Background: an optimization exercise with open tools, aiming at small area, a short achievable clock period and few clock cycles. Do not read the settings as production practice. Only simulation tests tie the RTL to the original design; equivalence was not proved.

### design/flow/flow/run.sh
#!/bin/bash
# The standard layout, with one extra step between synthesis and floorplan:
# invopt.py removes the inverters that Yosys's full-adder extraction leaves between
# adders (see invopt.py). Each tool's output goes to a log of its own.
set -euo pipefail
R=orfs/results/$FLOW_PLATFORM/geofence/base
LIB=$FLOW_HOME/platforms/$FLOW_PLATFORM/lib/sky130_fd_sc_hd__tt_025C_1v80.lib
bash standard.sh synth > synth.log 2>&1
cp $R/1_2_yosys.v 1_2_yosys.synth.v
python3 flow/invopt.py $LIB 1_2_yosys.synth.v 1_2_yosys.invopt.v > invopt.log 2>&1
cp 1_2_yosys.invopt.v $R/1_2_yosys.v
bash standard.sh SETUP_SLACK_MARGIN=5.7 "CTS_ARGS=-sink_clustering_enable -repair_clock_nets -buf_list {sky130_fd_sc_hd__clkbuf_4 sky130_fd_sc_hd__clkbuf_8} -sink_clustering_size 30 -sink_clustering_max_diameter 100 -dont_use_dummy_load" finish > layout.log 2>&1
### design/flow/flow/invopt.py
#!/usr/bin/env python3
"""Polarity clean-up of a mapped sky130hd netlist (Yosys write_verilog output).

Yosys's extract_fa maps many full adders in inverted form (inverted inputs and outputs),
which leaves inverters between adders. A full adder is self-dual: FA(~a,~b,~c) gives
(~sum, ~cout). This script removes every inverter, then picks for each full adder whether
to use it inverted, and for some single-output gates whether to swap them for their
complement (and2 <-> nand2, ...), so that as few inverters as possible are needed; it
then adds one inverter per signal whose complement is still needed. The function of the
netlist and its registers are unchanged.

usage: invopt.py lib in.v out.v"""
import re, sys, random

lib_path, src, dst = sys.argv[1:4]
P = "sky130_fd_sc_hd__"

# cell areas and pin directions from the liberty file
areas, pins, cur, curpin = {}, {}, None, None
for line in open(lib_path):
    m = re.match(r'\s*cell \("(\w+)"\)', line)
    if m:
        cur = m.group(1); pins[cur] = {}; continue
    m = re.match(r'\s*area\s*:\s*([0-9.]+)', line)
    if m and cur and cur not in areas:
        areas[cur] = float(m.group(1))
    m = re.match(r'\s*pin \("(\w+)"\)', line)
    if m and cur:
        curpin = m.group(1); continue
    m = re.match(r'\s*direction\s*:\s*"?(\w+)"?', line)
    if m and cur and curpin:
        pins[cur][curpin] = m.group(1); curpin = None

PAIRS = [("and2", "nand2"), ("or2", "nor2"), ("xor2", "xnor2"), ("and3", "nand3"),
         ("or3", "nor3"), ("and4", "nand4"), ("or4", "nor4"), ("a21o", "a21oi"),
         ("o21a", "o21ai"), ("a22o", "a22oi"), ("o22a", "o22ai"), ("a211o", "a211oi"),
         ("o211a", "o211ai"), ("a31o", "a31oi"), ("o31a", "o31ai"), ("xor3", "xnor3"),
         ("buf", "inv"), ("clkbuf", "inv"), ("a221o", "a221oi"), ("o221a", "o221ai"),
         ("a41o", "a41oi"), ("o41a", "o41ai"), ("a32o", "a32oi"), ("o32a", "o32ai"),
         ("mux2", "mux2i")]
COMP = {}
for a, b in PAIRS:
    x, y = P + a + "_1", P + b + "_1"
    if x in pins and y in pins:
        ix = sorted(p for p, d in pins[x].items() if d == "input")
        iy = sorted(p for p, d in pins[y].items() if d == "input")
        ox = [p for p, d in pins[x].items() if d == "output"]
        oy = [p for p, d in pins[y].items() if d == "output"]
        if ix == iy and len(ox) == 1 and len(oy) == 1:
            if a != "clkbuf":
                COMP[y] = (x, oy[0], ox[0])
            COMP[x] = (y, ox[0], oy[0])
INV = re.compile(P + r"(inv|clkinv)_\d+$")
FA = P + "fa_1"
HA = P + "ha_1"

text = open(src).read()
mod = re.search(r"module\s+(\w+)\s*\((.*?)\);(.*)endmodule", text, re.S)
body = mod.group(3)
outputs = set()
for m in re.finditer(r"^\s*output\s+(\[[^\]]*\]\s*)?(\w+)\s*;", body, re.M):
    outputs.add(m.group(2))
inputs = set()
for m in re.finditer(r"^\s*input\s+(\[[^\]]*\]\s*)?(\w+)\s*;", body, re.M):
    inputs.add(m.group(2))

cell_re = re.compile(r"^\s*(" + P + r"\w+)\s+(\S+)\s*\((.*?)\);", re.M | re.S)
pin_re = re.compile(r"\.(\w+)\(\s*(.*?)\s*\)\s*(?:,|$)", re.S)
cells = []
for m in cell_re.finditer(body):
    t, name, conns = m.group(1), m.group(2), m.group(3)
    pc = [(p, n.strip()) for p, n in pin_re.findall(conns)]
    cells.append([t, name, pc])
if re.search(r"^\s*assign\s", body, re.M):
    sys.exit("netlist has assign statements")
other = cell_re.sub("", body)

def is_out(t, p):
    return pins[t].get(p) == "output"

# nets driven by inverters: net -> input net
inv_of = {}
for t, name, pc in cells:
    if INV.match(t):
        d = dict(pc); inv_of[d["Y"]] = d["A"]
def base(n):
    pol = 0
    while n in inv_of:
        n = inv_of[n]; pol ^= 1
    return n, pol

for o in outputs:
    if base(o)[1] or o in inv_of:
        sys.exit("output port driven by an inverter")

# variables: full adders (flip all pins) and complementable gates (flip the output)
var_of_cell = {}
driver_var = {}   # base net -> var index (its physical polarity)
nvar = 0
ctype = []
for i, (t, name, pc) in enumerate(cells):
    if INV.match(t):
        continue
    if t == FA or t in COMP or t == HA:
        var_of_cell[i] = nvar; ctype.append(t); nvar += 1
        if t != HA:
            for p, n in pc:
                if is_out(t, p):
                    driver_var[n] = var_of_cell[i]
val = [0] * nvar

# loads: (cell index, pin, base net, literal polarity, var of load or None)
loads = {}
for i, (t, name, pc) in enumerate(cells):
    if INV.match(t):
        continue
    for p, n in pc:
        if is_out(t, p):
            continue
        b, pol = base(n)
        v = var_of_cell[i] if t in (FA, HA) else None
        loads.setdefault(b, []).append((i, p, pol, v))
for o in outputs:
    loads.setdefault(o, []).append((None, o, 0, None))

sig_of_var = {}
for b in loads:
    if b in driver_var:
        sig_of_var.setdefault(driver_var[b], []).append(b)
for_var_loads = {}
for b, ls in loads.items():
    for (i, p, pol, v) in ls:
        if v is not None:
            for_var_loads.setdefault(v, set()).add(b)

inv_area = areas[P + "inv_1"]
def sig_cost(b):
    ph = val[driver_var[b]] if b in driver_var else 0
    need = False
    for (i, p, pol, v) in loads[b]:
        req = pol ^ (val[v] if v is not None else 0)
        if req != ph:
            need = True; break
    return inv_area if need else 0.0
def var_cost(v):
    t = ctype[v]
    if t == FA:
        return 0.0
    if t == HA:
        return (areas[P + "xor2_1"] + areas[P + "nor2_1"]) if val[v] else areas[t]
    return areas[COMP[t][0]] if val[v] else areas[t]
def touched(v):
    s = set(sig_of_var.get(v, [])) | for_var_loads.get(v, set())
    return s

total = sum(sig_cost(b) for b in loads) + sum(var_cost(v) for v in range(nvar))
start = total + inv_area * 0
orig = sum(areas[t] for t, n, pc in cells if INV.match(t) or t == FA or t in COMP)
order = list(range(nvar))
rng = random.Random(1)
def delta(v):
    ss = touched(v)
    before = sum(sig_cost(b) for b in ss) + var_cost(v)
    val[v] ^= 1
    after = sum(sig_cost(b) for b in ss) + var_cost(v)
    val[v] ^= 1
    return after - before
def descend():
    global total
    improved = True
    while improved:
        improved = False
        rng.shuffle(order)
        for v in order:
            d = delta(v)
            if d < -1e-9 or (d < 1e-9 and rng.random() < 0.3):
                val[v] ^= 1; total += d
                if d < -1e-9:
                    improved = True
descend()
best, best_val = total, list(val)
for it in range(300):
    for v in rng.sample(range(nvar), max(1, nvar // 30)):
        total += delta(v); val[v] ^= 1
    descend()
    if total < best - 1e-9:
        best, best_val = total, list(val)
    else:
        val[:] = best_val; total = best

# rewrite
def W(n):
    return n + " " if n.startswith("\\") else n
new_cells = []
inv_net = {}
k = 0
for b in sorted(loads):
    ph = val[driver_var[b]] if b in driver_var else 0
    for (i, p, pol, v) in loads[b]:
        req = pol ^ (val[v] if v is not None else 0)
        if req != ph and b not in inv_net:
            k += 1
            inv_net[b] = f"invopt_{k}"
            new_cells.append(f"  {P}inv_1 invopt_c{k} (\n    .A({W(b)}),\n    .Y({inv_net[b]})\n  );")
conn = {}
for b, ls in loads.items():
    ph = val[driver_var[b]] if b in driver_var else 0
    for (i, p, pol, v) in ls:
        req = pol ^ (val[v] if v is not None else 0)
        net = b if req == ph else inv_net[b]
        if i is None:
            if net != p:
                sys.exit("output port polarity")
            continue
        conn[(i, p)] = net
conn = {k: W(n) for k, n in conn.items()}
out_cells = []
for i, (t, name, pc) in enumerate(cells):
    if INV.match(t):
        continue
    if t == HA and val[var_of_cell[i]]:
        d = dict(pc)
        a, b = conn[(i, "A")], conn[(i, "B")]
        if "SUM" in d:
            out_cells.append(f"  {P}xor2_1 {name}_s (\n    .A({a}),\n    .B({b}),\n    .X({W(d['SUM'])})\n  );")
        if "COUT" in d:
            out_cells.append(f"  {P}nor2_1 {name}_c (\n    .A({a}),\n    .B({b}),\n    .Y({W(d['COUT'])})\n  );")
        continue
    nt = t
    opin = {}
    if i in var_of_cell and t != FA and val[var_of_cell[i]]:
        nt, po, pn = COMP[t]
        opin[po] = pn
    items = []
    for p, n in pc:
        if is_out(t, p):
            items.append(f"    .{opin.get(p, p)}({W(n)})")
        else:
            items.append(f"    .{p}({conn[(i, p)]})")
    out_cells.append(f"  {nt} {name} (\n" + ",\n".join(items) + "\n  );")
decl = "\n".join(f"  wire {inv_net[b]};" for b in sorted(inv_net, key=lambda b: inv_net[b]))
newbody = other.rstrip() + "\n" + decl + "\n" + "\n".join(out_cells + new_cells) + "\n"
out = text[:mod.start(3)] + newbody + text[mod.end(3):]
open(dst, "w").write(out)
ninv0 = sum(1 for t, n, pc in cells if INV.match(t))
nflip = sum(1 for v in range(nvar) if val[v] and ctype[v] in (FA, HA))
ncomp = sum(1 for v in range(nvar) if val[v] and ctype[v] != FA)
sys.stderr.write(f"invopt: inverters {ninv0} -> {k}, adders flipped {nflip}, gates swapped {ncomp}, "
                 f"area of touched cells {orig:.1f} -> {total:.1f}\n")
### design/flow/standard.sh
#!/bin/bash
# synth_recipe.tcl (not shown) runs the flow's synth.tcl, then flattens the netlist and writes it again
# the make line also repeats each setting of config.mk as NAME=value (left out here)
make -C /OpenROAD-flow-scripts/flow DESIGN_CONFIG=/design/flow/config.mk WORK_HOME=/design/flow/orfs CLKGATE_MAP_FILE= SYNTH_SCRIPT=/design/flow/synth_recipe.tcl "${@:-finish}"
### design/flow/config.mk
export PLATFORM = sky130hd
export DESIGN_NAME = geofence
export DESIGN_NICKNAME = geofence
export VERILOG_FILES = /design/flow/design.v
export SDC_FILE = /design/flow/constraint.sdc
export NUM_CORES = 4
export LEC_CHECK = 0
export CAP_MARGIN = 20
export CORE_MARGIN = 2
export CORE_UTILIZATION = 40
export CTS_BUF_LIST = sky130_fd_sc_hd__clkbuf_4 sky130_fd_sc_hd__clkbuf_8
export CTS_CLUSTER_DIAMETER = 100
export CTS_CLUSTER_SIZE = 30
export PLACE_DENSITY = 0.6
export SETUP_SLACK_MARGIN = 5
export SLEW_MARGIN = 20
### design/flow/constraint.sdc
create_clock -name core_clock -period 12.0 [get_ports {clk}]
set_input_delay 2.4000 -clock core_clock [delete_from_list [all_inputs] [get_ports {clk}]]
set_output_delay 2.4000 -clock core_clock [all_outputs]
set_load 0.01 [all_outputs]
### design/flow/design.v
module geofence(clk, reset, X, Y, valid, is_inside);
input clk;
input reset;
input [9:0] X;
input [9:0] Y;
output reg valid;
output reg is_inside;
reg [3:0] phase;             
reg [9:0] px, py;            
reg sx, sy;                  
reg [9:0] mx, my;            
reg lsx, lsy, rsx, rsy;
reg [9:0] lmx, lmy, rmx, rmy;
reg ins;
wire [10:0] dx = {1'b0, X} - {1'b0, px};
wire [10:0] dy = {1'b0, Y} - {1'b0, py};
wire [9:0] ax = (dx[9:0] ^ {10{dx[10]}}) + {9'd0, dx[10]};
wire [9:0] ay = (dy[9:0] ^ {10{dy[10]}}) + {9'd0, dy[10]};
wire zx = mx == 10'd0, zy = my == 10'd0;
wire zlx = lmx == 10'd0, zly = lmy == 10'd0;
wire zrx = rmx == 10'd0, zry = rmy == 10'd0;
wire a_le, a_dn;
xsgn ua(.a(lmx), .b(my), .c(lmy), .d(mx), .le(a_le), .lt(a_dn));
wire a_dz = a_le && !a_dn;
wire a_s1 = lsx ^ sy, a_s2 = lsy ^ sx;
wire a_nz = !(zlx || zy) || !(zly || zx);
wire an = (a_s1 == a_s2) ? (a_s1 ? !(a_dn || a_dz) : a_dn) : (a_s1 && a_nz);
wire az = (a_s1 == a_s2) ? a_dz : !a_nz;
wire ap = !an && !az;
wire b_le, b_dn;
xsgn ub(.a(mx), .b(rmy), .c(my), .d(rmx), .le(b_le), .lt(b_dn));
wire b_dz = b_le && !b_dn;
wire b_s1 = sx ^ rsy, b_s2 = sy ^ rsx;
wire b_nz = !(zx || zry) || !(zy || zrx);
wire bn = (b_s1 == b_s2) ? (b_s1 ? !(b_dn || b_dz) : b_dn) : (b_s1 && b_nz);
wire bz = (b_s1 == b_s2) ? b_dz : !b_nz;
wire bp = !bn && !bz;
wire opp = (!zx && (sx ^ lsx)) || (!zy && (sy ^ lsy));
wire hit = (zx && zy) || (an && (bn || bz)) || (az && bn) || (az && bz && opp);
always @(posedge clk or posedge reset) begin
    if (reset) phase <= 4'd0;
    else if (phase == 4'd8) phase <= 4'd0;
    else if (phase == 4'd6 && (ins || hit)) phase <= 4'd8;   
    else phase <= phase + 4'd1;
end
always @(posedge clk) begin
    sx <= dx[10]; mx <= ax;
    sy <= dy[10]; my <= ay;
end
always @(posedge clk) begin
    if (phase == 4'd0) begin
        px <= X;
        py <= Y;
    end
    if (phase == 4'd2) begin
        lsx <= sx; lmx <= mx; lsy <= sy; lmy <= my;
        rsx <= sx; rmx <= mx; rsy <= sy; rmy <= my;
        ins <= zx && zy;
    end else if (phase >= 4'd3 && phase <= 4'd7) begin
        if (hit) ins <= 1'b1;
        if (an && bp) begin lsx <= sx; lmx <= mx; lsy <= sy; lmy <= my; end
        if (ap && bn) begin rsx <= sx; rmx <= mx; rsy <= sy; rmy <= my; end
    end
end
always @(posedge clk or posedge reset) begin
    if (reset) begin
        valid <= 1'b0;
        is_inside <= 1'b0;
    end else begin
        valid <= (phase == 4'd7) || (phase == 4'd6 && (ins || hit));
        is_inside <= (phase == 4'd6 || phase == 4'd7) && (ins || hit);
    end
end
endmodule
module xsgn(input [9:0] a, input [9:0] b, input [9:0] c, input [9:0] d, output le, output lt);
wire t1 = (a[0] & b[9]) ^ ~(c[0] & d[9]) ^ (a[1] & b[8]);
wire t2 = ((a[0] & b[9]) & ~(c[0] & d[9])) | ((a[0] & b[9]) & (a[1] & b[8])) | (~(c[0] & d[9]) & (a[1] & b[8]));
wire t3 = (a[1] & b[9]) ^ ~(c[1] & d[9]);
wire t4 = (a[1] & b[9]) & ~(c[1] & d[9]);
wire t5 = (a[0] & b[6]) ^ ~(c[0] & d[6]) ^ (a[1] & b[5]);
wire t6 = ((a[0] & b[6]) & ~(c[0] & d[6])) | ((a[0] & b[6]) & (a[1] & b[5])) | (~(c[0] & d[6]) & (a[1] & b[5]));
wire t7 = (a[0] & b[7]) ^ ~(c[0] & d[7]) ^ (a[1] & b[6]);
wire t8 = ((a[0] & b[7]) & ~(c[0] & d[7])) | ((a[0] & b[7]) & (a[1] & b[6])) | (~(c[0] & d[7]) & (a[1] & b[6]));
wire t9 = ~(c[1] & d[6]) ^ (a[2] & b[5]) ^ ~(c[2] & d[5]);
wire t10 = (~(c[1] & d[6]) & (a[2] & b[5])) | (~(c[1] & d[6]) & ~(c[2] & d[5])) | ((a[2] & b[5]) & ~(c[2] & d[5]));
wire t11 = (a[3] & b[4]) ^ ~(c[3] & d[4]);
wire t12 = (a[3] & b[4]) & ~(c[3] & d[4]);
wire t13 = (a[0] & b[8]) ^ ~(c[0] & d[8]) ^ (a[1] & b[7]);
wire t14 = ((a[0] & b[8]) & ~(c[0] & d[8])) | ((a[0] & b[8]) & (a[1] & b[7])) | (~(c[0] & d[8]) & (a[1] & b[7]));
wire t15 = ~(c[1] & d[7]) ^ (a[2] & b[6]) ^ ~(c[2] & d[6]);
wire t16 = (~(c[1] & d[7]) & (a[2] & b[6])) | (~(c[1] & d[7]) & ~(c[2] & d[6])) | ((a[2] & b[6]) & ~(c[2] & d[6]));
wire t17 = (a[3] & b[5]) ^ ~(c[3] & d[5]) ^ (a[4] & b[4]);
wire t18 = ((a[3] & b[5]) & ~(c[3] & d[5])) | ((a[3] & b[5]) & (a[4] & b[4])) | (~(c[3] & d[5]) & (a[4] & b[4]));
wire t19 = ~(c[4] & d[4]) ^ (a[5] & b[3]) ^ ~(c[5] & d[3]);
wire t20 = (~(c[4] & d[4]) & (a[5] & b[3])) | (~(c[4] & d[4]) & ~(c[5] & d[3])) | ((a[5] & b[3]) & ~(c[5] & d[3]));
wire t21 = (a[6] & b[2]) ^ ~(c[6] & d[2]);
wire t22 = (a[6] & b[2]) & ~(c[6] & d[2]);
wire t23 = ~(c[1] & d[8]) ^ (a[2] & b[7]) ^ ~(c[2] & d[7]);
wire t24 = (~(c[1] & d[8]) & (a[2] & b[7])) | (~(c[1] & d[8]) & ~(c[2] & d[7])) | ((a[2] & b[7]) & ~(c[2] & d[7]));
wire t25 = (a[3] & b[6]) ^ ~(c[3] & d[6]) ^ (a[4] & b[5]);
wire t26 = ((a[3] & b[6]) & ~(c[3] & d[6])) | ((a[3] & b[6]) & (a[4] & b[5])) | (~(c[3] & d[6]) & (a[4] & b[5]));
wire t27 = ~(c[4] & d[5]) ^ (a[5] & b[4]) ^ ~(c[5] & d[4]);
wire t28 = (~(c[4] & d[5]) & (a[5] & b[4])) | (~(c[4] & d[5]) & ~(c[5] & d[4])) | ((a[5] & b[4]) & ~(c[5] & d[4]));
wire t29 = (a[6] & b[3]) ^ ~(c[6] & d[3]) ^ (a[7] & b[2]);
wire t30 = ((a[6] & b[3]) & ~(c[6] & d[3])) | ((a[6] & b[3]) & (a[7] & b[2])) | (~(c[6] & d[3]) & (a[7] & b[2]));
wire t31 = ~(c[7] & d[2]) ^ (a[8] & b[1]) ^ ~(c[8] & d[1]);
wire t32 = (~(c[7] & d[2]) & (a[8] & b[1])) | (~(c[7] & d[2]) & ~(c[8] & d[1])) | ((a[8] & b[1]) & ~(c[8] & d[1]));
wire t33 = (a[9] & b[0]) ^ ~(c[9] & d[0]);
wire t34 = (a[9] & b[0]) & ~(c[9] & d[0]);
wire t35 = (a[2] & b[8]) ^ ~(c[2] & d[8]) ^ (a[3] & b[7]);
wire t36 = ((a[2] & b[8]) & ~(c[2] & d[8])) | ((a[2] & b[8]) & (a[3] & b[7])) | (~(c[2] & d[8]) & (a[3] & b[7]));
wire t37 = ~(c[3] & d[7]) ^ (a[4] & b[6]) ^ ~(c[4] & d[6]);
wire t38 = (~(c[3] & d[7]) & (a[4] & b[6])) | (~(c[3] & d[7]) & ~(c[4] & d[6])) | ((a[4] & b[6]) & ~(c[4] & d[6]));
wire t39 = (a[5] & b[5]) ^ ~(c[5] & d[5]) ^ (a[6] & b[4]);
wire t40 = ((a[5] & b[5]) & ~(c[5] & d[5])) | ((a[5] & b[5]) & (a[6] & b[4])) | (~(c[5] & d[5]) & (a[6] & b[4]));
wire t41 = ~(c[6] & d[4]) ^ (a[7] & b[3]) ^ ~(c[7] & d[3]);
wire t42 = (~(c[6] & d[4]) & (a[7] & b[3])) | (~(c[6] & d[4]) & ~(c[7] & d[3])) | ((a[7] & b[3]) & ~(c[7] & d[3]));
wire t43 = (a[8] & b[2]) ^ ~(c[8] & d[2]) ^ (a[9] & b[1]);
wire t44 = ((a[8] & b[2]) & ~(c[8] & d[2])) | ((a[8] & b[2]) & (a[9] & b[1])) | (~(c[8] & d[2]) & (a[9] & b[1]));
wire t45 = ~(c[9] & d[1]) ^ 1'b1 ^ t2;
wire t46 = (~(c[9] & d[1]) & 1'b1) | (~(c[9] & d[1]) & t2) | (1'b1 & t2);
wire t47 = (a[2] & b[9]) ^ ~(c[2] & d[9]) ^ (a[3] & b[8]);
wire t48 = ((a[2] & b[9]) & ~(c[2] & d[9])) | ((a[2] & b[9]) & (a[3] & b[8])) | (~(c[2] & d[9]) & (a[3] & b[8]));
wire t49 = ~(c[3] & d[8]) ^ (a[4] & b[7]) ^ ~(c[4] & d[7]);
wire t50 = (~(c[3] & d[8]) & (a[4] & b[7])) | (~(c[3] & d[8]) & ~(c[4] & d[7])) | ((a[4] & b[7]) & ~(c[4] & d[7]));
wire t51 = (a[5] & b[6]) ^ ~(c[5] & d[6]) ^ (a[6] & b[5]);
wire t52 = ((a[5] & b[6]) & ~(c[5] & d[6])) | ((a[5] & b[6]) & (a[6] & b[5])) | (~(c[5] & d[6]) & (a[6] & b[5]));
wire t53 = ~(c[6] & d[5]) ^ (a[7] & b[4]) ^ ~(c[7] & d[4]);
wire t54 = (~(c[6] & d[5]) & (a[7] & b[4])) | (~(c[6] & d[5]) & ~(c[7] & d[4])) | ((a[7] & b[4]) & ~(c[7] & d[4]));
wire t55 = (a[8] & b[3]) ^ ~(c[8] & d[3]) ^ (a[9] & b[2]);
wire t56 = ((a[8] & b[3]) & ~(c[8] & d[3])) | ((a[8] & b[3]) & (a[9] & b[2])) | (~(c[8] & d[3]) & (a[9] & b[2]));
wire t57 = (a[3] & b[9]) ^ ~(c[3] & d[9]) ^ (a[4] & b[8]);
wire t58 = ((a[3] & b[9]) & ~(c[3] & d[9])) | ((a[3] & b[9]) & (a[4] & b[8])) | (~(c[3] & d[9]) & (a[4] & b[8]));
wire t59 = ~(c[4] & d[8]) ^ (a[5] & b[7]) ^ ~(c[5] & d[7]);
wire t60 = (~(c[4] & d[8]) & (a[5] & b[7])) | (~(c[4] & d[8]) & ~(c[5] & d[7])) | ((a[5] & b[7]) & ~(c[5] & d[7]));
wire t61 = (a[6] & b[6]) ^ ~(c[6] & d[6]) ^ (a[7] & b[5]);
wire t62 = ((a[6] & b[6]) & ~(c[6] & d[6])) | ((a[6] & b[6]) & (a[7] & b[5])) | (~(c[6] & d[6]) & (a[7] & b[5]));
wire t63 = (a[4] & b[9]) ^ ~(c[4] & d[9]) ^ (a[5] & b[8]);
wire t64 = ((a[4] & b[9]) & ~(c[4] & d[9])) | ((a[4] & b[9]) & (a[5] & b[8])) | (~(c[4] & d[9]) & (a[5] & b[8]));
wire t65 = (a[0] & b[4]) ^ ~(c[0] & d[4]) ^ (a[1] & b[3]);
wire t66 = ((a[0] & b[4]) & ~(c[0] & d[4])) | ((a[0] & b[4]) & (a[1] & b[3])) | (~(c[0] & d[4]) & (a[1] & b[3]));
wire t67 = (a[0] & b[5]) ^ ~(c[0] & d[5]) ^ (a[1] & b[4]);
wire t68 = ((a[0] & b[5]) & ~(c[0] & d[5])) | ((a[0] & b[5]) & (a[1] & b[4])) | (~(c[0] & d[5]) & (a[1] & b[4]));
wire t69 = ~(c[1] & d[4]) ^ (a[2] & b[3]) ^ ~(c[2] & d[3]);
wire t70 = (~(c[1] & d[4]) & (a[2] & b[3])) | (~(c[1] & d[4]) & ~(c[2] & d[3])) | ((a[2] & b[3]) & ~(c[2] & d[3]));
wire t71 = (a[3] & b[2]) ^ ~(c[3] & d[2]);
wire t72 = (a[3] & b[2]) & ~(c[3] & d[2]);
wire t73 = ~(c[1] & d[5]) ^ (a[2] & b[4]) ^ ~(c[2] & d[4]);
wire t74 = (~(c[1] & d[5]) & (a[2] & b[4])) | (~(c[1] & d[5]) & ~(c[2] & d[4])) | ((a[2] & b[4]) & ~(c[2] & d[4]));
wire t75 = (a[3] & b[3]) ^ ~(c[3] & d[3]) ^ (a[4] & b[2]);
wire t76 = ((a[3] & b[3]) & ~(c[3] & d[3])) | ((a[3] & b[3]) & (a[4] & b[2])) | (~(c[3] & d[3]) & (a[4] & b[2]));
wire t77 = ~(c[4] & d[2]) ^ (a[5] & b[1]) ^ ~(c[5] & d[1]);
wire t78 = (~(c[4] & d[2]) & (a[5] & b[1])) | (~(c[4] & d[2]) & ~(c[5] & d[1])) | ((a[5] & b[1]) & ~(c[5] & d[1]));
wire t79 = (a[6] & b[0]) ^ ~(c[6] & d[0]);
wire t80 = (a[6] & b[0]) & ~(c[6] & d[0]);
wire t81 = (a[4] & b[3]) ^ ~(c[4] & d[3]) ^ (a[5] & b[2]);
wire t82 = ((a[4] & b[3]) & ~(c[4] & d[3])) | ((a[4] & b[3]) & (a[5] & b[2])) | (~(c[4] & d[3]) & (a[5] & b[2]));
wire t83 = ~(c[5] & d[2]) ^ (a[6] & b[1]) ^ ~(c[6] & d[1]);
wire t84 = (~(c[5] & d[2]) & (a[6] & b[1])) | (~(c[5] & d[2]) & ~(c[6] & d[1])) | ((a[6] & b[1]) & ~(c[6] & d[1]));
wire t85 = (a[7] & b[0]) ^ ~(c[7] & d[0]) ^ 1'b1;
wire t86 = ((a[7] & b[0]) & ~(c[7] & d[0])) | ((a[7] & b[0]) & 1'b1) | (~(c[7] & d[0]) & 1'b1);
wire t87 = t6 ^ t7 ^ t9;
wire t88 = (t6 & t7) | (t6 & t9) | (t7 & t9);
wire t89 = (a[7] & b[1]) ^ ~(c[7] & d[1]) ^ (a[8] & b[0]);
wire t90 = ((a[7] & b[1]) & ~(c[7] & d[1])) | ((a[7] & b[1]) & (a[8] & b[0])) | (~(c[7] & d[1]) & (a[8] & b[0]));
wire t91 = ~(c[8] & d[0]) ^ 1'b1 ^ t8;
wire t92 = (~(c[8] & d[0]) & 1'b1) | (~(c[8] & d[0]) & t8) | (1'b1 & t8);
wire t93 = t10 ^ t12 ^ t13;
wire t94 = (t10 & t12) | (t10 & t13) | (t12 & t13);
wire t95 = t15 ^ t17 ^ t19;
wire t96 = (t15 & t17) | (t15 & t19) | (t17 & t19);
wire t97 = 1'b1 ^ t1 ^ t14;
wire t98 = (1'b1 & t1) | (1'b1 & t14) | (t1 & t14);
wire t99 = t16 ^ t18 ^ t20;
wire t100 = (t16 & t18) | (t16 & t20) | (t18 & t20);
wire t101 = t22 ^ t23 ^ t25;
wire t102 = (t22 & t23) | (t22 & t25) | (t23 & t25);
wire t103 = t27 ^ t29 ^ t31;
wire t104 = (t27 & t29) | (t27 & t31) | (t29 & t31);
wire t105 = t3 ^ t24 ^ t26;
wire t106 = (t3 & t24) | (t3 & t26) | (t24 & t26);
wire t107 = t28 ^ t30 ^ t32;
wire t108 = (t28 & t30) | (t28 & t32) | (t30 & t32);
wire t109 = t34 ^ t35 ^ t37;
wire t110 = (t34 & t35) | (t34 & t37) | (t35 & t37);
wire t111 = t39 ^ t41 ^ t43;
wire t112 = (t39 & t41) | (t39 & t43) | (t41 & t43);
wire t113 = ~(c[9] & d[2]) ^ t4 ^ t36;
wire t114 = (~(c[9] & d[2]) & t4) | (~(c[9] & d[2]) & t36) | (t4 & t36);
wire t115 = t38 ^ t40 ^ t42;
wire t116 = (t38 & t40) | (t38 & t42) | (t40 & t42);
wire t117 = t44 ^ t46 ^ t47;
wire t118 = (t44 & t46) | (t44 & t47) | (t46 & t47);
wire t119 = t49 ^ t51 ^ t53;
wire t120 = (t49 & t51) | (t49 & t53) | (t51 & t53);
wire t121 = ~(c[7] & d[5]) ^ (a[8] & b[4]) ^ ~(c[8] & d[4]);
wire t122 = (~(c[7] & d[5]) & (a[8] & b[4])) | (~(c[7] & d[5]) & ~(c[8] & d[4])) | ((a[8] & b[4]) & ~(c[8] & d[4]));
wire t123 = (a[9] & b[3]) ^ ~(c[9] & d[3]) ^ t48;
wire t124 = ((a[9] & b[3]) & ~(c[9] & d[3])) | ((a[9] & b[3]) & t48) | (~(c[9] & d[3]) & t48);
wire t125 = t50 ^ t52 ^ t54;
wire t126 = (t50 & t52) | (t50 & t54) | (t52 & t54);
wire t127 = t56 ^ t57 ^ t59;
wire t128 = (t56 & t57) | (t56 & t59) | (t57 & t59);
wire t129 = ~(c[5] & d[8]) ^ (a[6] & b[7]) ^ ~(c[6] & d[7]);
wire t130 = (~(c[5] & d[8]) & (a[6] & b[7])) | (~(c[5] & d[8]) & ~(c[6] & d[7])) | ((a[6] & b[7]) & ~(c[6] & d[7]));
wire t131 = (a[7] & b[6]) ^ ~(c[7] & d[6]) ^ (a[8] & b[5]);
wire t132 = ((a[7] & b[6]) & ~(c[7] & d[6])) | ((a[7] & b[6]) & (a[8] & b[5])) | (~(c[7] & d[6]) & (a[8] & b[5]));
wire t133 = ~(c[8] & d[5]) ^ (a[9] & b[4]) ^ ~(c[9] & d[4]);
wire t134 = (~(c[8] & d[5]) & (a[9] & b[4])) | (~(c[8] & d[5]) & ~(c[9] & d[4])) | ((a[9] & b[4]) & ~(c[9] & d[4]));
wire t135 = t58 ^ t60 ^ t62;
wire t136 = (t58 & t60) | (t58 & t62) | (t60 & t62);
wire t137 = (a[5] & b[9]) ^ ~(c[5] & d[9]) ^ (a[6] & b[8]);
wire t138 = ((a[5] & b[9]) & ~(c[5] & d[9])) | ((a[5] & b[9]) & (a[6] & b[8])) | (~(c[5] & d[9]) & (a[6] & b[8]));
wire t139 = ~(c[6] & d[8]) ^ (a[7] & b[7]) ^ ~(c[7] & d[7]);
wire t140 = (~(c[6] & d[8]) & (a[7] & b[7])) | (~(c[6] & d[8]) & ~(c[7] & d[7])) | ((a[7] & b[7]) & ~(c[7] & d[7]));
wire t141 = (a[8] & b[6]) ^ ~(c[8] & d[6]) ^ (a[9] & b[5]);
wire t142 = ((a[8] & b[6]) & ~(c[8] & d[6])) | ((a[8] & b[6]) & (a[9] & b[5])) | (~(c[8] & d[6]) & (a[9] & b[5]));
wire t143 = (a[6] & b[9]) ^ ~(c[6] & d[9]) ^ (a[7] & b[8]);
wire t144 = ((a[6] & b[9]) & ~(c[6] & d[9])) | ((a[6] & b[9]) & (a[7] & b[8])) | (~(c[6] & d[9]) & (a[7] & b[8]));
wire t145 = (a[0] & b[2]) ^ ~(c[0] & d[2]);
wire t146 = (a[0] & b[2]) & ~(c[0] & d[2]);
wire t147 = (a[0] & b[3]) ^ ~(c[0] & d[3]) ^ (a[1] & b[2]);
wire t148 = ((a[0] & b[3]) & ~(c[0] & d[3])) | ((a[0] & b[3]) & (a[1] & b[2])) | (~(c[0] & d[3]) & (a[1] & b[2]));
wire t149 = ~(c[1] & d[2]) ^ (a[2] & b[1]) ^ ~(c[2] & d[1]);
wire t150 = (~(c[1] & d[2]) & (a[2] & b[1])) | (~(c[1] & d[2]) & ~(c[2] & d[1])) | ((a[2] & b[1]) & ~(c[2] & d[1]));
wire t151 = ~(c[1] & d[3]) ^ (a[2] & b[2]) ^ ~(c[2] & d[2]);
wire t152 = (~(c[1] & d[3]) & (a[2] & b[2])) | (~(c[1] & d[3]) & ~(c[2] & d[2])) | ((a[2] & b[2]) & ~(c[2] & d[2]));
wire t153 = (a[3] & b[1]) ^ ~(c[3] & d[1]) ^ (a[4] & b[0]);
wire t154 = ((a[3] & b[1]) & ~(c[3] & d[1])) | ((a[3] & b[1]) & (a[4] & b[0])) | (~(c[3] & d[1]) & (a[4] & b[0]));
wire t155 = ~(c[4] & d[0]) ^ 1'b1;
wire t156 = ~(c[4] & d[0]) & 1'b1;
wire t157 = (a[4] & b[1]) ^ ~(c[4] & d[1]) ^ (a[5] & b[0]);
wire t158 = ((a[4] & b[1]) & ~(c[4] & d[1])) | ((a[4] & b[1]) & (a[5] & b[0])) | (~(c[4] & d[1]) & (a[5] & b[0]));
wire t159 = ~(c[5] & d[0]) ^ 1'b1 ^ t66;
wire t160 = (~(c[5] & d[0]) & 1'b1) | (~(c[5] & d[0]) & t66) | (1'b1 & t66);
wire t161 = t67 ^ t69 ^ t71;
wire t162 = (t67 & t69) | (t67 & t71) | (t69 & t71);
wire t163 = 1'b1 ^ t5 ^ t68;
wire t164 = (1'b1 & t5) | (1'b1 & t68) | (t5 & t68);
wire t165 = t70 ^ t72 ^ t73;
wire t166 = (t70 & t72) | (t70 & t73) | (t72 & t73);
wire t167 = t75 ^ t77 ^ t79;
wire t168 = (t75 & t77) | (t75 & t79) | (t77 & t79);
wire t169 = t11 ^ t74 ^ t76;
wire t170 = (t11 & t74) | (t11 & t76) | (t74 & t76);
wire t171 = t78 ^ t80 ^ t81;
wire t172 = (t78 & t80) | (t78 & t81) | (t80 & t81);
wire t173 = t83 ^ t85 ^ t87;
wire t174 = (t83 & t85) | (t83 & t87) | (t85 & t87);
wire t175 = t21 ^ t82 ^ t84;
wire t176 = (t21 & t82) | (t21 & t84) | (t82 & t84);
wire t177 = t86 ^ t88 ^ t89;
wire t178 = (t86 & t88) | (t86 & t89) | (t88 & t89);
wire t179 = t91 ^ t93 ^ t95;
wire t180 = (t91 & t93) | (t91 & t95) | (t93 & t95);
wire t181 = t33 ^ t90 ^ t92;
wire t182 = (t33 & t90) | (t33 & t92) | (t90 & t92);
wire t183 = t94 ^ t96 ^ t97;
wire t184 = (t94 & t96) | (t94 & t97) | (t96 & t97);
wire t185 = t99 ^ t101 ^ t103;
wire t186 = (t99 & t101) | (t99 & t103) | (t101 & t103);
wire t187 = t45 ^ t98 ^ t100;
wire t188 = (t45 & t98) | (t45 & t100) | (t98 & t100);
wire t189 = t102 ^ t104 ^ t105;
wire t190 = (t102 & t104) | (t102 & t105) | (t104 & t105);
wire t191 = t107 ^ t109 ^ t111;
wire t192 = (t107 & t109) | (t107 & t111) | (t109 & t111);
wire t193 = t55 ^ t106 ^ t108;
wire t194 = (t55 & t106) | (t55 & t108) | (t106 & t108);
wire t195 = t110 ^ t112 ^ t113;
wire t196 = (t110 & t112) | (t110 & t113) | (t112 & t113);
wire t197 = t115 ^ t117 ^ t119;
wire t198 = (t115 & t117) | (t115 & t119) | (t117 & t119);
wire t199 = t61 ^ t114 ^ t116;
wire t200 = (t61 & t114) | (t61 & t116) | (t114 & t116);
wire t201 = t118 ^ t120 ^ t121;
wire t202 = (t118 & t120) | (t118 & t121) | (t120 & t121);
wire t203 = t123 ^ t125 ^ t127;
wire t204 = (t123 & t125) | (t123 & t127) | (t125 & t127);
wire t205 = t63 ^ t122 ^ t124;
wire t206 = (t63 & t122) | (t63 & t124) | (t122 & t124);
wire t207 = t126 ^ t128 ^ t129;
wire t208 = (t126 & t128) | (t126 & t129) | (t128 & t129);
wire t209 = t131 ^ t133 ^ t135;
wire t210 = (t131 & t133) | (t131 & t135) | (t133 & t135);
wire t211 = ~(c[9] & d[5]) ^ t64 ^ t130;
wire t212 = (~(c[9] & d[5]) & t64) | (~(c[9] & d[5]) & t130) | (t64 & t130);
wire t213 = t132 ^ t134 ^ t136;
wire t214 = (t132 & t134) | (t132 & t136) | (t134 & t136);
wire t215 = t137 ^ t139 ^ t141;
wire t216 = (t137 & t139) | (t137 & t141) | (t139 & t141);
wire t217 = ~(c[7] & d[8]) ^ (a[8] & b[7]) ^ ~(c[8] & d[7]);
wire t218 = (~(c[7] & d[8]) & (a[8] & b[7])) | (~(c[7] & d[8]) & ~(c[8] & d[7])) | ((a[8] & b[7]) & ~(c[8] & d[7]));
wire t219 = (a[9] & b[6]) ^ ~(c[9] & d[6]) ^ t138;
wire t220 = ((a[9] & b[6]) & ~(c[9] & d[6])) | ((a[9] & b[6]) & t138) | (~(c[9] & d[6]) & t138);
wire t221 = t140 ^ t142 ^ t143;
wire t222 = (t140 & t142) | (t140 & t143) | (t142 & t143);
wire t223 = (a[7] & b[9]) ^ ~(c[7] & d[9]) ^ (a[8] & b[8]);
wire t224 = ((a[7] & b[9]) & ~(c[7] & d[9])) | ((a[7] & b[9]) & (a[8] & b[8])) | (~(c[7] & d[9]) & (a[8] & b[8]));
wire t225 = ~(c[8] & d[8]) ^ (a[9] & b[7]) ^ ~(c[9] & d[7]);
wire t226 = (~(c[8] & d[8]) & (a[9] & b[7])) | (~(c[8] & d[8]) & ~(c[9] & d[7])) | ((a[9] & b[7]) & ~(c[9] & d[7]));
wire t227 = (a[0] & b[1]) ^ ~(c[0] & d[1]);
wire t228 = (a[0] & b[1]) & ~(c[0] & d[1]);
wire t229 = (a[1] & b[1]) ^ ~(c[1] & d[1]) ^ (a[2] & b[0]);
wire t230 = ((a[1] & b[1]) & ~(c[1] & d[1])) | ((a[1] & b[1]) & (a[2] & b[0])) | (~(c[1] & d[1]) & (a[2] & b[0]));
wire t231 = ~(c[2] & d[0]) ^ 1'b1;
wire t232 = ~(c[2] & d[0]) & 1'b1;
wire t233 = (a[3] & b[0]) ^ ~(c[3] & d[0]) ^ 1'b1;
wire t234 = ((a[3] & b[0]) & ~(c[3] & d[0])) | ((a[3] & b[0]) & 1'b1) | (~(c[3] & d[0]) & 1'b1);
wire t235 = t146 ^ t147 ^ t149;
wire t236 = (t146 & t147) | (t146 & t149) | (t147 & t149);
wire t237 = t65 ^ t148 ^ t150;
wire t238 = (t65 & t148) | (t65 & t150) | (t148 & t150);
wire t239 = t151 ^ t153 ^ t155;
wire t240 = (t151 & t153) | (t151 & t155) | (t153 & t155);
wire t241 = t152 ^ t154 ^ t156;
wire t242 = (t152 & t154) | (t152 & t156) | (t154 & t156);
wire t243 = t157 ^ t159 ^ t161;
wire t244 = (t157 & t159) | (t157 & t161) | (t159 & t161);
wire t245 = t158 ^ t160 ^ t162;
wire t246 = (t158 & t160) | (t158 & t162) | (t160 & t162);
wire t247 = t163 ^ t165 ^ t167;
wire t248 = (t163 & t165) | (t163 & t167) | (t165 & t167);
wire t249 = t164 ^ t166 ^ t168;
wire t250 = (t164 & t166) | (t164 & t168) | (t166 & t168);
wire t251 = t169 ^ t171 ^ t173;
wire t252 = (t169 & t171) | (t169 & t173) | (t171 & t173);
wire t253 = t170 ^ t172 ^ t174;
wire t254 = (t170 & t172) | (t170 & t174) | (t172 & t174);
wire t255 = t175 ^ t177 ^ t179;
wire t256 = (t175 & t177) | (t175 & t179) | (t177 & t179);
wire t257 = t176 ^ t178 ^ t180;
wire t258 = (t176 & t178) | (t176 & t180) | (t178 & t180);
wire t259 = t181 ^ t183 ^ t185;
wire t260 = (t181 & t183) | (t181 & t185) | (t183 & t185);
wire t261 = t182 ^ t184 ^ t186;
wire t262 = (t182 & t184) | (t182 & t186) | (t184 & t186);
wire t263 = t187 ^ t189 ^ t191;
wire t264 = (t187 & t189) | (t187 & t191) | (t189 & t191);
wire t265 = t188 ^ t190 ^ t192;
wire t266 = (t188 & t190) | (t188 & t192) | (t190 & t192);
wire t267 = t193 ^ t195 ^ t197;
wire t268 = (t193 & t195) | (t193 & t197) | (t195 & t197);
wire t269 = t194 ^ t196 ^ t198;
wire t270 = (t194 & t196) | (t194 & t198) | (t196 & t198);
wire t271 = t199 ^ t201 ^ t203;
wire t272 = (t199 & t201) | (t199 & t203) | (t201 & t203);
wire t273 = t200 ^ t202 ^ t204;
wire t274 = (t200 & t202) | (t200 & t204) | (t202 & t204);
wire t275 = t205 ^ t207 ^ t209;
wire t276 = (t205 & t207) | (t205 & t209) | (t207 & t209);
wire t277 = t206 ^ t208 ^ t210;
wire t278 = (t206 & t208) | (t206 & t210) | (t208 & t210);
wire t279 = t211 ^ t213 ^ t215;
wire t280 = (t211 & t213) | (t211 & t215) | (t213 & t215);
wire t281 = t212 ^ t214 ^ t216;
wire t282 = (t212 & t214) | (t212 & t216) | (t214 & t216);
wire t283 = t217 ^ t219 ^ t221;
wire t284 = (t217 & t219) | (t217 & t221) | (t219 & t221);
wire t285 = t144 ^ t218 ^ t220;
wire t286 = (t144 & t218) | (t144 & t220) | (t218 & t220);
wire t287 = t222 ^ t223 ^ t225;
wire t288 = (t222 & t223) | (t222 & t225) | (t223 & t225);
wire t289 = (a[8] & b[9]) ^ ~(c[8] & d[9]) ^ (a[9] & b[8]);
wire t290 = ((a[8] & b[9]) & ~(c[8] & d[9])) | ((a[8] & b[9]) & (a[9] & b[8])) | (~(c[8] & d[9]) & (a[9] & b[8]));
wire t291 = ~(c[9] & d[8]) ^ t224 ^ t226;
wire t292 = (~(c[9] & d[8]) & t224) | (~(c[9] & d[8]) & t226) | (t224 & t226);
wire t293 = (a[1] & b[0]) ^ ~(c[1] & d[0]);
wire t294 = (a[1] & b[0]) & ~(c[1] & d[0]);
wire t295 = t145 ^ t228 ^ t229;
wire t296 = (t145 & t228) | (t145 & t229) | (t228 & t229);
wire t297 = t230 ^ t232 ^ t233;
wire t298 = (t230 & t232) | (t230 & t233) | (t232 & t233);
wire t299 = t234 ^ t236 ^ t237;
wire t300 = (t234 & t236) | (t234 & t237) | (t236 & t237);
wire t301 = t238 ^ t240 ^ t241;
wire t302 = (t238 & t240) | (t238 & t241) | (t240 & t241);
wire t303 = t242 ^ t244 ^ t245;
wire t304 = (t242 & t244) | (t242 & t245) | (t244 & t245);
wire t305 = t246 ^ t248 ^ t249;
wire t306 = (t246 & t248) | (t246 & t249) | (t248 & t249);
wire t307 = t250 ^ t252 ^ t253;
wire t308 = (t250 & t252) | (t250 & t253) | (t252 & t253);
wire t309 = t254 ^ t256 ^ t257;
wire t310 = (t254 & t256) | (t254 & t257) | (t256 & t257);
wire t311 = t258 ^ t260 ^ t261;
wire t312 = (t258 & t260) | (t258 & t261) | (t260 & t261);
wire t313 = t262 ^ t264 ^ t265;
wire t314 = (t262 & t264) | (t262 & t265) | (t264 & t265);
wire t315 = t266 ^ t268 ^ t269;
wire t316 = (t266 & t268) | (t266 & t269) | (t268 & t269);
wire t317 = t270 ^ t272 ^ t273;
wire t318 = (t270 & t272) | (t270 & t273) | (t272 & t273);
wire t319 = t274 ^ t276 ^ t277;
wire t320 = (t274 & t276) | (t274 & t277) | (t276 & t277);
wire t321 = t278 ^ t280 ^ t281;
wire t322 = (t278 & t280) | (t278 & t281) | (t280 & t281);
wire t323 = t282 ^ t284 ^ t285;
wire t324 = (t282 & t284) | (t282 & t285) | (t284 & t285);
wire t325 = t286 ^ t288 ^ t289;
wire t326 = (t286 & t288) | (t286 & t289) | (t288 & t289);
wire t327 = (a[9] & b[9]) ^ ~(c[9] & d[9]) ^ t290;
wire t328 = ((a[9] & b[9]) & ~(c[9] & d[9])) | ((a[9] & b[9]) & t290) | (~(c[9] & d[9]) & t290);
wire t329 = 1'b1 ^ t227;
wire t330 = 1'b1 & t227;
wire t331 = t231 ^ t294 ^ t295;
wire t332 = (t231 & t294) | (t231 & t295) | (t294 & t295);
wire t333 = t235 ^ t296 ^ t297;
wire t334 = (t235 & t296) | (t235 & t297) | (t296 & t297);
wire t335 = t239 ^ t298 ^ t299;
wire t336 = (t239 & t298) | (t239 & t299) | (t298 & t299);
wire t337 = t243 ^ t300 ^ t301;
wire t338 = (t243 & t300) | (t243 & t301) | (t300 & t301);
wire t339 = t247 ^ t302 ^ t303;
wire t340 = (t247 & t302) | (t247 & t303) | (t302 & t303);
wire t341 = t251 ^ t304 ^ t305;
wire t342 = (t251 & t304) | (t251 & t305) | (t304 & t305);
wire t343 = t255 ^ t306 ^ t307;
wire t344 = (t255 & t306) | (t255 & t307) | (t306 & t307);
wire t345 = t259 ^ t308 ^ t309;
wire t346 = (t259 & t308) | (t259 & t309) | (t308 & t309);
wire t347 = t263 ^ t310 ^ t311;
wire t348 = (t263 & t310) | (t263 & t311) | (t310 & t311);
wire t349 = t267 ^ t312 ^ t313;
wire t350 = (t267 & t312) | (t267 & t313) | (t312 & t313);
wire t351 = t271 ^ t314 ^ t315;
wire t352 = (t271 & t314) | (t271 & t315) | (t314 & t315);
wire t353 = t275 ^ t316 ^ t317;
wire t354 = (t275 & t316) | (t275 & t317) | (t316 & t317);
wire t355 = t279 ^ t318 ^ t319;
wire t356 = (t279 & t318) | (t279 & t319) | (t318 & t319);
wire t357 = t283 ^ t320 ^ t321;
wire t358 = (t283 & t320) | (t283 & t321) | (t320 & t321);
wire t359 = t287 ^ t322 ^ t323;
wire t360 = (t287 & t322) | (t287 & t323) | (t322 & t323);
wire t361 = t291 ^ t324 ^ t325;
wire t362 = (t291 & t324) | (t291 & t325) | (t324 & t325);
wire t363 = t292 ^ t326 ^ t327;
wire t364 = (t292 & t326) | (t292 & t327) | (t326 & t327);
wire [20:0] x = {1'b1, t328, t362, t360, t358, t356, t354, t352, t350, t348, t346, t344, t342, t340, t338, t336, t334, t332, t330, t293, (a[0] & b[0])};
wire [20:0] y = {1'b0, t364, t363, t361, t359, t357, t355, t353, t351, t349, t347, t345, t343, t341, t339, t337, t335, t333, t331, t329, ~(c[0] & d[0])};
wire [19:0] g = x[19:0] & y[19:0];
wire [19:0] p = x[19:0] | y[19:0];
wire G1 = g[1] | (p[1] & g[0]);
wire P1 = p[1] & p[0];
wire G2 = g[4] | (p[4] & g[3]);
wire P2 = p[4] & p[3];
wire G3 = G2 | (P2 & g[2]);
wire P3 = P2 & p[2];
wire G4 = G3 | (P3 & G1);
wire P4 = P3 & P1;
wire G5 = g[6] | (p[6] & g[5]);
wire P5 = p[6] & p[5];
wire G6 = g[9] | (p[9] & g[8]);
wire P6 = p[9] & p[8];
wire G7 = G6 | (P6 & g[7]);
wire P7 = P6 & p[7];
wire G8 = G7 | (P7 & G5);
wire P8 = P7 & P5;
wire G9 = G8 | (P8 & G4);
wire P9 = P8 & P4;
wire G10 = g[11] | (p[11] & g[10]);
wire P10 = p[11] & p[10];
wire G11 = g[14] | (p[14] & g[13]);
wire P11 = p[14] & p[13];
wire G12 = G11 | (P11 & g[12]);
wire P12 = P11 & p[12];
wire G13 = G12 | (P12 & G10);
wire P13 = P12 & P10;
wire G14 = g[16] | (p[16] & g[15]);
wire P14 = p[16] & p[15];
wire G15 = g[19] | (p[19] & g[18]);
wire P15 = p[19] & p[18];
wire G16 = G15 | (P15 & g[17]);
wire P16 = P15 & p[17];
wire G17 = G16 | (P16 & G14);
wire P17 = P16 & P14;
wire G18 = G17 | (P17 & G13);
wire P18 = P17 & P13;
wire G19 = G18 | (P18 & G9);
wire P19 = P18 & P9;
wire top = x[20] ^ y[20];
assign le = top ^ G19;
assign lt = top ^ (G19 | P19);
endmodule
==> results.cfg, run 1 <==
[place]
detailed_place_hpwl_um = 26700
gp_congestion = 0.815
place_area_mm2 = 0.0153
post-place-ws_ns = 5.07
numPortBuffers = 23

[critical_path]
path_class = flip-flop to flip-flop
worst-r2r-cell-count = 17
cpMostUsedCell = fa_1
worstSetupStartpointType = flip-flop
critical_path.max_fanout = 5
ff2ff_setup_slack_ns = 5.70
crit_cells = 17
crit_path_end_kind = flip-flop
timing.rr.end = rmx[7]$_DFFE_PP_
crit_family = adder cells
path_buf_inv = 2
cp_slowest_stage_delay_ns = 0.55
arrival_ns = 6.40
r2r_start = rmy[5]$_DFFE_PP_
crit_chain = buf_6 -> and2_4 -> fa_1 -> fa_1 -> fa_2 -> fa_2 -> fa_1 -> fa_1 -> nor2_2 -> or4_4 -> or3_4 -> or4_1 -> o2111a_1 -> a21oi_2 -> nand3b_1 -> o21ai_4 -> clkbuf_16
crit_required_ns = 12.11
crit_slowest_cell = fa_1

[yosys]
avgSynthCellArea_um2 = 10.4
synth_cells = 1410
syn_area_mm2 = 0.0146
syn_nets = 1793
yosys_warnings = 1

[sta]
rsz0062_at_grt = true
fmax_ghz = 0.159
setup_ws_ns = 5.70
skew_ns = 0.0317
tightest_slew_ns = 0.962
report.final.slew_viol_count = 0
relSlewSlack = 0.359
tns_ns = 0
hold_violations = 0
min_period_over_period = 0.525
finalSetupViolCount = 0
post-route-min-period_ns = 6.30

[grt]
antenna_found_initial = 1
overflow = 0
grt_use_total = 0.209
grt_start_max_net_pins = 26
grt_pass1_wl_um = 61700
grt_pass1_vias = 11400

[hold_path]
hold_path.startpoint = px[0]$_DFFE_PN_
min_path_type = flip-flop to flip-flop
whs_path_depth = 2
holdPathEnd = mx[0]$_DFF_P_

[run_status]
status = timing/DRC/antenna clean

[final_layout]
nFillCells = 3361
syn_to_final_growth_pct = 12.3
post-route-util = 0.452
fin_nets = 1860
fin_area_mm2 = 0.0164
antenna_cells = 0
layout-drive-gt1-share = 0.112

[clock_network]
cts_tree = built
clk_path_buf_depth = 2
clkLatencyLatePin_ns = 0.36
ctsRootBufferMaster = clkbuf_8
cts_made_buffers = 9
postCtsHoldBufs = 0
clk_pin_slew_ns = 0.10
h-tree-depth = 3
clock_sinks = 93

[job]
maxCapViolCount = 0

[drt]
wirelength_um = 37600
vias = 10300
first_pass_iters = 5
drc = 0
vias_per_cell = 5.31
wire_per_inst_um = 19.3
drtAntennaViolNets = 0
first_iter_violations = 712

[die]
die_x_um = 195
rows = 70
ioPinCount = 24
core_area_mm2 = 0.0363
start_util = 0.403
die_area_mm2 = 0.0381
die_h_um = 195
==> metal layers <==
layer	vias up	share of wire	GRT usage
met5	-	0	0
met4	0	0.021	0.0608
met3	47	0.069	0.0288
met2	396	0.49	0.349
met1	5293	0.42	0.285
li1	4584	-	-
==> state kept, by name (all words and copies together), names as in the netlist, 4 cells and up <==
register,flops
lmx,10
lmy,10
mx,10
my,10
phase,4
px,10
py,10
rmx,10
rmy,10
==> area by class of cell <==
| class | count | area, um^2 | area share |
|---|---|---|---|
| clock buffers | 9 | 124 | 0.00754 |
| inverters | 116 | 435 | 0.0265 |
| multi-input cells | 1122 | 11500 | 0.701 |
| flip-flops and latches | 93 | 2550 | 0.156 |
| well taps | 468 | 586 | 0.0356 |
| repair buffers | 135 | 1220 | 0.0740 |
==> through the flow <==
step                hold slack [ns]  instances
finish                        0.539       1943
CTS                           0.537       1912
floorplan                     0.461       1410
detailed placement            0.567       1837
global route                  0.560       1943
global placement              0.553       1837
==> worst max path at each step <==
stage	startpoint	endpoint	slack, ns
final	rmy[5]$_DFFE_PP_	rmx[7]$_DFFE_PP_	5.70
after global routing	rmy[5]$_DFFE_PP_	rmx[4]$_DFFE_PP_	5.55
after CTS	rmy[7]$_DFFE_PP_	lmy[3]$_DFFE_PP_	5.71
after detailed placement	my[1]$_DFF_P_	lmy[8]$_DFFE_PP_	5.07
after global placement	my[1]$_DFF_P_	lmy[8]$_DFFE_PP_	5.13
after floorplan	mx[0]$_DFF_P_	lmx[0]$_DFFE_PP_	5.76
==> worst min-delay path, cell delays in order, from the launching register on <==
cell and delay (ns):
edfxtp_1 0.32, ha_1 0.14, inv_1 0.07
==> timing repair <==
| action | 4_1_cts | 5_1_grt |
|---|---|---|
| buffers inserted | 64 | 29 |
| pin swaps | 3 | 17 |
| resized for setup | 17 | 48 |
| setup endpoints to repair | 51 | 51 |
| cloned | 2 | 2 |
==> cell usage in the layout (no fill, tap or decap), drive strengths merged, types with 4 or more instances in the layout <==
master / count
a211oi: 12
a21o: 10
a21oi: 19
a222oi: 4
a22oi: 6
a31oi: 5
and2: 201
and3: 4
buf: 111
clkbuf: 10
clkdlybuf4s50: 23
dfrtp: 6
dfxtp: 22
edfxtp: 65
fa: 328
ha: 33
inv: 116
nand2: 221
nand2b: 7
nand3: 13
nand3b: 5
nand4: 4
nor2: 60
nor2b: 13
nor3: 11
nor4: 13
o21ai: 16
o21bai: 6
o22ai: 7
or4: 5
xnor2: 34
xor2: 37
Testbench counts, summed over its fixed seeds: cycles 70,999.
==> run 2, diff against run 1 <==
--- a/design/flow/flow/run.sh
+++ b/design/flow/flow/run.sh
@@ -11,2 +11,2 @@
 cp 1_2_yosys.invopt.v $R/1_2_yosys.v
-bash standard.sh SETUP_SLACK_MARGIN=5.7 "CTS_ARGS=-sink_clustering_enable -repair_clock_nets -buf_list {sky130_fd_sc_hd__clkbuf_4 sky130_fd_sc_hd__clkbuf_8} -sink_clustering_size 30 -sink_clustering_max_diameter 100 -dont_use_dummy_load" finish > layout.log 2>&1
+bash standard.sh "CTS_ARGS=-sink_clustering_enable -repair_clock_nets -buf_list {sky130_fd_sc_hd__clkbuf_4 sky130_fd_sc_hd__clkbuf_8} -sink_clustering_size 30 -sink_clustering_max_diameter 100 -dont_use_dummy_load" finish > layout.log 2>&1
--- a/design/flow/config.mk
+++ b/design/flow/config.mk
@@ -14,3 +14,3 @@
 export PLACE_DENSITY = 0.6
-export SETUP_SLACK_MARGIN = 5
+export SETUP_SLACK_MARGIN = 4.5
 export SLEW_MARGIN = 20
==> run 2 against run 1 <==
Compared with the run above: synthesized cell count unchanged; area after synthesis unchanged; critical path depth decreased by 2; largest cell class unchanged; final cell count decreased by 5.1%; global-route usage decreased by 0.57 points; still clean on timing, DRC and antenna; final area decreased by 6.2%; clock skew decreased by 0.0023 ns; flip-flop and latch count unchanged; wire length decreased by 4.1%; critical path type unchanged.
==> results.cfg, run 2 <==
[critical_path]
crit_chain = nand2_1 -> fa_1 -> fa_1 -> fa_1 -> inv_1 -> fa_1 -> fa_1 -> fa_1 -> nor2_1 -> a221o_1 -> a31o_2 -> a311o_1 -> a2111oi_0 -> o22ai_1 -> o21ai_4
cp_slowest_stage_delay_ns = 1.00
cpMostUsedCell = fa_1
worstSetupStartpointType = flip-flop
path_buf_inv = 1
path_class = flip-flop to flip-flop
crit_required_ns = 12.00
critical_path.max_fanout = 23
crit_slowest_cell = dfxtp_1
crit_family = adder cells
crit_path_end_kind = flip-flop
arrival_ns = 7.03

[clock_network]
clock_sinks = 93
clk_pin_slew_ns = 0.09
cts_made_buffers = 9
postCtsSetupRepairBufs = 0
h-tree-depth = 3
cts_tree = built
clk_path_buf_depth = 2
ctsRootBufferMaster = clkbuf_8
postCtsHoldBufs = 0
clkLatencyLatePin_ns = 0.36

[place]
post-place-ws_ns = 4.79
detailed_place_hpwl_um = 26600
place_area_mm2 = 0.0153
numPortBuffers = 23
gp_congestion = 0.839

[sta]
skew_ns = 0.0293
post-route-min-period_ns = 7.03
rsz0062_at_grt = false
fmax_ghz = 0.142
min_period_over_period = 0.586
finalSetupViolCount = 0
tns_ns = 0
hold_violations = 0
setup_ws_ns = 4.97
report.final.slew_viol_count = 0
relSlewSlack = 0.325
tightest_slew_ns = 1.01

[yosys]
synth_cells = 1410
syn_area_mm2 = 0.0146
yosys_warnings = 1
syn_nets = 1793
avgSynthCellArea_um2 = 10.4

[run_status]
status = timing/DRC/antenna clean

[grt]
grt_pass1_wl_um = 60100
grt_start_max_net_pins = 26
grt_use_total = 0.203
antenna_found_initial = 0
overflow = 0
grt_pass1_vias = 11000

[die]
start_util = 0.403
die_area_mm2 = 0.0381
die_x_um = 195
core_area_mm2 = 0.0363
rows = 70
die_h_um = 195
ioPinCount = 24

[drt]
first_pass_iters = 5
route.met3.wl_um = 2630
drc = 0
vias_per_cell = 5.38
wirelength_um = 36000
first_iter_violations = 671
vias = 9929
detailroute.wirelength.met2_um = 17200
drtAntennaViolNets = 0
wire_per_inst_um = 19.5
top_layer = met4
met1_length_um = 15200

[job]
maxCapViolCount = 0

[final_layout]
final_common_cell = fa_1
fin_nets = 1761
layout-drive-gt1-share = 0.0254
multiInputGateArea_mm2 = 0.0114
fin_area_mm2 = 0.0154
syn_to_final_growth_pct = 5.27
layout_common_cells = 328 x fa_1, 221 x nand2_1, 201 x and2_1
regArea_mm2 = 0.00254
nFillCells = 3410
antenna_cells = 0

[hold_path]
min_path_type = flip-flop to flip-flop
==> run 2: what timing repair did <==
item | CTS | global route
setup endpoints to repair | 0 | 22
hold endpoints to repair | 0 | 0
resized for setup | 0 | 1
==> run 2: cell type report <==
cell class	count	share of cell area
multi-input cells	1120	0.738
flip-flops and latches	93	0.165
well taps	468	0.0380
inverters	116	0.0283
repair buffers	38	0.0223
clock buffers	9	0.00804
==> run 2: metrics by stage <==
stage,hold slack [ns],utilization,instances
5_1_grt,0.567,0.424,1844
3_5_place_dp,0.551,0.420,1835
4_1_cts,0.559,0.423,1844
3_3_place_gp,0.555,0.420,1835
6_report,0.557,0.424,1844
2_1_floorplan,0.460,-,1410
==> run 2: per-layer routing <==
metal	up-vias	GRT usage
met1	5087	0.278
li1	4383	-
met4	0	0.0622
met3	69	0.0371
met5	-	0
met2	390	0.329
==> run 2: worst register-to-register path, stage by stage (launching register included) <==
cell and delay, ns:
dfxtp_1 1.00, nand2_1 0.20, fa_1 0.49, fa_1 0.48, fa_1 0.57, inv_1 0.06
fa_1 0.39, fa_1 0.48, fa_1 0.52, nor2_1 0.08, a221o_1 0.29, a31o_2 0.26
a311o_1 0.39, a2111oi_0 0.58, o22ai_1 0.26, o21ai_4 0.62
==> run 2: path summary, 6_finish.rpt <==
path	startpoint	endpoint	slack (ns)	cells past startpoint
min	px[0]$_DFFE_PN_	mx[0]$_DFF_P_	0.56	2
max in group asynchronous	reset	phase[2]$_DFF_PP0_	9.52	2
min in group asynchronous	reset	is_inside$_DFF_PP0_	2.25	2
min reg2reg	px[0]$_DFFE_PN_	mx[0]$_DFF_P_	0.56	2
max	mx[2]$_DFF_P_	lmy[5]$_DFFE_PP_	4.97	15
max reg2reg	mx[2]$_DFF_P_	lmy[5]$_DFFE_PP_	4.97	15
==> run 3, diff against run 2 <==
--- a/design/flow/config.mk
+++ b/design/flow/config.mk
@@ -14,3 +14,3 @@
 export PLACE_DENSITY = 0.6
-export SETUP_SLACK_MARGIN = 4.5
+export SETUP_SLACK_MARGIN = 4
 export SLEW_MARGIN = 20
==> run 3 against run 2 <==
Compared with the run above: still clean; setup slack got worse by 0.23 ns; synthesized cell count unchanged; clock skew fell by 0.0018 ns; highest routed layer unchanged; wire length decreased by 0.14%; register-to-register slack worse by 0.23 ns; global-route usage unchanged; critical path depth unchanged; via count up 0.13%; core utilization barely moved; non-clock buffer count unchanged; flip-flop and latch count unchanged.
==> results.cfg, run 3 <==
[run_status]
status = timing/DRC/antenna clean

[sta]
fmax_ghz = 0.138
hold_violations = 0
report.final.slew_viol_count = 0
post-route-min-period_ns = 7.26
rsz0062_at_grt = false
setup_ws_ns = 4.74
min_period_over_period = 0.605
tightest_slew_ns = 1.07
tns_ns = 0
finalSetupViolCount = 0
skew_ns = 0.0275
relSlewSlack = 0.289

[place]
place_area_mm2 = 0.0153
dpl.cell_count = 1835
post-place-ws_ns = 4.79
numPortBuffers = 23
detailed_place_hpwl_um = 26600
gp_congestion = 0.839

[clock_network]
cts_resized = 0
postCtsHoldBufs = 0
ctsRootBufferMaster = clkbuf_8
clock_sinks = 93
postCtsSetupRepairBufs = 0
clk_path_buf_depth = 2
cts_made_buffers = 9
h-tree-depth = 3
clkLatencyLatePin_ns = 0.36
cts_tree = built
clk_pin_slew_ns = 0.09

[drt]
route.met3.wl_um = 2900
first_pass_iters = 5
drtAntennaViolNets = 0
vias = 9942
detailroute.wirelength.met2_um = 17200
wire_per_inst_um = 19.5
top_layer = met4
met1_length_um = 14900
first_iter_violations = 658
vias_per_cell = 5.39
drc = 0
wirelength_um = 36000

[critical_path]
arrival_ns = 7.24
crit_path_end_kind = flip-flop
path_class = flip-flop to flip-flop
crit_chain = nand2_1 -> fa_1 -> fa_1 -> fa_1 -> inv_1 -> fa_1 -> fa_1 -> fa_1 -> nor2_1 -> a221o_1 -> a31o_2 -> a311o_1 -> a2111oi_0 -> o22ai_1 -> o21ai_2
cpMostUsedCell = fa_1
cp_slowest_stage_delay_ns = 0.99
timing.rr.end = lmy[5]$_DFFE_PP_
worstSetupStartpointType = flip-flop
ff2ff_setup_slack_ns = 4.74
crit_slowest_cell = dfxtp_1
r2r_start = mx[3]$_DFF_P_
critical_path.max_fanout = 23
worst-r2r-cell-count = 15
crit_required_ns = 11.99

[grt]
grt_pass1_vias = 11000
grt_start_max_net_pins = 26
antenna_found_initial = 0
grt_use_total = 0.203
grt_pass1_wl_um = 60100
overflow = 0

[final_layout]
syn_to_final_growth_pct = 5.22
fin_nets = 1761
layout_common_cells = 328 x fa_1, 221 x nand2_1, 201 x and2_1
fin_area_mm2 = 0.0154
antenna_cells = 0
fin_cells = 1844
layout-drive-gt1-share = 0.0254
final_common_cell = fa_1

[die]
die_h_um = 195
start_util = 0.403
ioPinCount = 24
core_area_mm2 = 0.0363
die_area_mm2 = 0.0381
rows = 70
die_x_um = 195

[yosys]
synth_cells = 1410
yosys_warnings = 1
syn_nets = 1793
avgSynthCellArea_um2 = 10.4
syn_area_mm2 = 0.0146

[hold_path]
min_path_type = flip-flop to flip-flop
holdPathEnd = mx[0]$_DFF_P_
hold_path.startpoint = px[0]$_DFFE_PN_
whs_path_depth = 2

[job]
maxCapViolCount = 0
## run 3: area by class of cell
cell class | count | area (um^2)
Tap cell | 468 | 586
Fill cell | 3412 | 21000
Timing Repair Buffer | 38 | 343
Inverter | 116 | 435
Multi-Input combinational cell | 1120 | 11400
Sequential cell | 93 | 2540
Clock buffer | 9 | 124
## run 3: worst max path at each step
| stage | startpoint | to | slack [ns] | cells after the start |
|---|---|---|---|---|
| after floorplan | my[0]$_DFF_P_ | lmx[0]$_DFFE_PP_ | 5.05 | 17 |
| after global placement | mx[3]$_DFF_P_ | lmx[6]$_DFFE_PP_ | 4.89 | 16 |
| after detailed placement | mx[3]$_DFF_P_ | lmy[4]$_DFFE_PP_ | 4.79 | 16 |
| after CTS | mx[3]$_DFF_P_ | lmy[5]$_DFFE_PP_ | 4.77 | 16 |
| after global routing | mx[3]$_DFF_P_ | lmy[5]$_DFFE_PP_ | 4.33 | 15 |
| final | mx[3]$_DFF_P_ | lmy[5]$_DFFE_PP_ | 4.74 | 15 |
## run 3: layer usage
| layer | GRT usage | up-vias |
|---|---|---|
| met5 | 0 | - |
| met4 | 0.0622 | 0 |
| met3 | 0.0371 | 75 |
| met2 | 0.329 | 397 |
| met1 | 0.278 | 5085 |
| li1 | - | 4385 |
## run 3: worst max-delay path, delay by kind of cell (launching register included)
kind,cells,cell delay [ns]
adder cells (fa/ha/maj),6,2.95
AO/OA/AOI/OAI,6,2.61
flip-flops,1,0.99
AND/OR/NAND/NOR,2,0.26
buffers and inverters,1,0.06
## run 3: through the flow
stage	util	hold slack (ns)
floorplan	-	0.460
detailed placement	0.420	0.551
global placement	0.420	0.555
global route	0.424	0.567
finish	0.424	0.557
CTS	0.423	0.559

[static timing again, ports no longer ideal]
In the flow no input, the clock included, has a driving cell. The finished layouts below were timed again as built, in two steps.
Step 1 (the two cells are an assumption about what drives the block):
set clk [get_ports {clk}]
set_driving_cell -lib_cell sky130_fd_sc_hd__clkbuf_16 $clk
set_driving_cell -lib_cell sky130_fd_sc_hd__buf_2 [delete_from_list [all_inputs] $clk]
Step 2, shift: input delay + t, output delay - t, t = (earliest + latest rising clock arrival at the registers) / 2. This alone moves slack from input paths to output paths.
Three values: ideal, step 1, step 2; two values: the first two.
| run | t, ns | setup WS [ns] | latest minus earliest clock arrival (ns) |
|---|---|---|---|
| run 1 | 0.374 | 5.704 / 5.704 / 5.678 | 0.033 / 0.033 |
| run 2 | 0.376 | 4.970 / 4.970 / 4.970 | 0.029 / 0.029 |
| run 3 | 0.374 | 4.743 / 4.743 / 4.743 | 0.028 / 0.028 |
After both steps setup and hold are still met in every run listed. For run 1, which loses most, drivers alone change the setup slack by 0.000 ns; drivers and shift together by -0.026 ns.
